What follows belongs to an exercise in optimizing a design on an open flow for small area; a production flow would make more cautious choices.
Function was checked by simulation only, so behaviour that the tests miss may differ from the original.
Power figures rest on the tool's default switching activity, not on a simulated workload.

Setup of red:
// top
module top(clk, rst, jumpButton, duckButton, start, collided, Hsynq, Vsynq, run, dead, resetButton, Red, Green, Blue);
  input clk;
  wire clk;
  input rst;
  wire rst;
  input jumpButton;
  wire jumpButton;
  input duckButton;
  wire duckButton;
  input start;
  wire start;
  output collided;
  reg collided;
  output Hsynq;
  wire Hsynq;
  output Vsynq;
  wire Vsynq;
  output run;
  reg run;
  output dead;
  reg dead;
  input resetButton;
  wire resetButton;
  output [3:0] Red;
  wire [3:0] Red;
  output [3:0] Green;
  wire [3:0] Green;
  output [3:0] Blue;
  wire [3:0] Blue;
  reg [14:0] ac;
  reg anim;
  reg [6:0] c;
  wire d_hld;
  wire [6:0] db0;
  reg en;
  wire gs1;
  wire hend;
  reg [7:0] hq;
  wire [2:0] hr;
  reg hr4;
  reg jreg;
  reg menu;
  wire n0;
  wire n1;
  wire n10;
  wire n100;
  wire n101;
  wire n102;
  wire n103;
  wire n104;
  wire n105;
  wire n106;
  wire n107;
  wire n108;
  wire n109;
  wire n11;
  wire n110;
  wire n111;
  wire n112;
  wire n113;
  wire n114;
  wire n115;
  wire n116;
  wire n117;
  wire n118;
  wire n119;
  wire n12;
  wire n120;
  wire n121;
  wire n122;
  wire n123;
  wire n124;
  wire n125;
  wire n126;
  wire n127;
  wire n128;
  wire n129;
  wire n13;
  wire n130;
  wire n131;
  wire n132;
  wire n133;
  wire n134;
  wire n135;
  wire n136;
  wire n137;
  wire n138;
  wire n139;
  wire n14;
  wire n140;
  wire n141;
  wire n142;
  wire n143;
  wire n144;
  wire n145;
  wire n146;
  wire n147;
  wire n148;
  wire n149;
  ...
Size: about 23 I/O pins.
clock: 10.0 ns
lec_check: 0
abc_area: 1
cap_margin: 20
core_margin: 2
core_utilization: 40
slew_margin: 20
standard.sh (not shown) runs the stock make flow with config.mk's settings and CLKGATE_MAP_FILE= SYNTH_SCRIPT=/design/flow/synth_recipe.tcl, a recipe that flattens the netlist after the stock synthesis.
==> flow/flow/run.sh <==
#!/bin/bash
# Standard ORFS layout (the standard.sh), with these changes:
#  - synthesis maps the logic with ABC's area-oriented mapper (amap) instead of
#    ORFS's abc_area.script; the ORFS scripts are copied unchanged otherwise;
#  - synthesis does not extract half/full adder cells (ADDER_MAP_FILE empty);
#    registers are exactly those of the standard synthesis;
#  - port buffers are sky130_fd_sc_hd__buf_1 (every input and output still gets one);
#  - clock tree synthesis adds no dummy loads.
set -euo pipefail
here=$(pwd)
rm -rf "$here/scripts_mod"
cp -r "$FLOW_HOME/scripts" "$here/scripts_mod"
cp "$here/flow/abc_area.script" "$here/scripts_mod/abc_area.script"
export SCRIPTS_DIR="$here/scripts_mod"
export ADDER_MAP_FILE=
export BUFFER_PORTS_ARGS="-buffer_cell sky130_fd_sc_hd__buf_1"
export CTS_ARGS="-sink_clustering_enable -repair_clock_nets -dont_use_dummy_load"
bash standard.sh > standard_flow.log 2>&1
==> flow/flow/abc_area.script <==
strash
dch
amap
topo
diff inputs: red => blue
==> flow/flow/run.sh <==
#!/bin/bash
# Standard ORFS layout (the standard.sh), with three changes:
#  - synthesis does not extract half/full adder cells (ADDER_MAP_FILE empty):
#    the logic is mapped by ABC like any other logic; registers are unchanged;
#  - port buffers are sky130_fd_sc_hd__buf_1 (every input and output still gets one);
#  - clock tree synthesis adds no dummy loads.
set -euo pipefail
export ADDER_MAP_FILE=
export BUFFER_PORTS_ARGS="-buffer_cell sky130_fd_sc_hd__buf_1"
export CTS_ARGS="-sink_clustering_enable -repair_clock_nets -dont_use_dummy_load"
bash standard.sh > standard_flow.log 2>&1
removed: flow/flow/abc_area.script
--- outcome ---
Going from red to blue, fmax now larger; wire length per cell after detailed routing now smaller; sequential portion of the cell area now smaller; normalized max-slew margin now larger; via count now larger. Kind of critical path: flop to output port -> red, primary input to output port -> blue. Part of the power in combinational logic, red and blue: smaller value in red. Changes observed in blue relative to red: net load switching power now sits at about the same level; final-layout fill cell count shows an increase of 59; transition at the pin with the smallest max-transition slack moved down. Looking at endpoint of the most critical setup path, the Red[2] result is from red; the Red[0] one comes from blue.

port drivers added, routing unchanged:
In the flow no input, the clock included, has a driving cell. The finished layouts below were timed again as built, in two steps. Step 1: set_driving_cell puts a clkbuf_16 on clk and a buf_2 on each other input, an assumption about the parent block. Step 2, shift: input delay + t, output delay - t, t = (earliest + latest rising clock arrival at the registers) / 2. This alone moves slack from input paths to output paths. a / b / c = ideal / step 1 / step 2; a / b = the first two.
run | t, ns | setup slack, ns | worst register clock-pin slew, ns | worst slew at a driven data input, ns | cell pins on the clock port's net
red | 0.335 | 3.913 / 3.883 / 4.115 | 0.11 / 0.11 | 0.03 | 1
blue | 0.341 | 4.614 / 4.579 / 4.579 | 0.10 / 0.10 | 0.04 | 1
After both steps every run listed still meets setup and hold. The setup slack of blue, which loses most, moves by -0.035 ns with the drivers and by -0.035 ns with both steps.
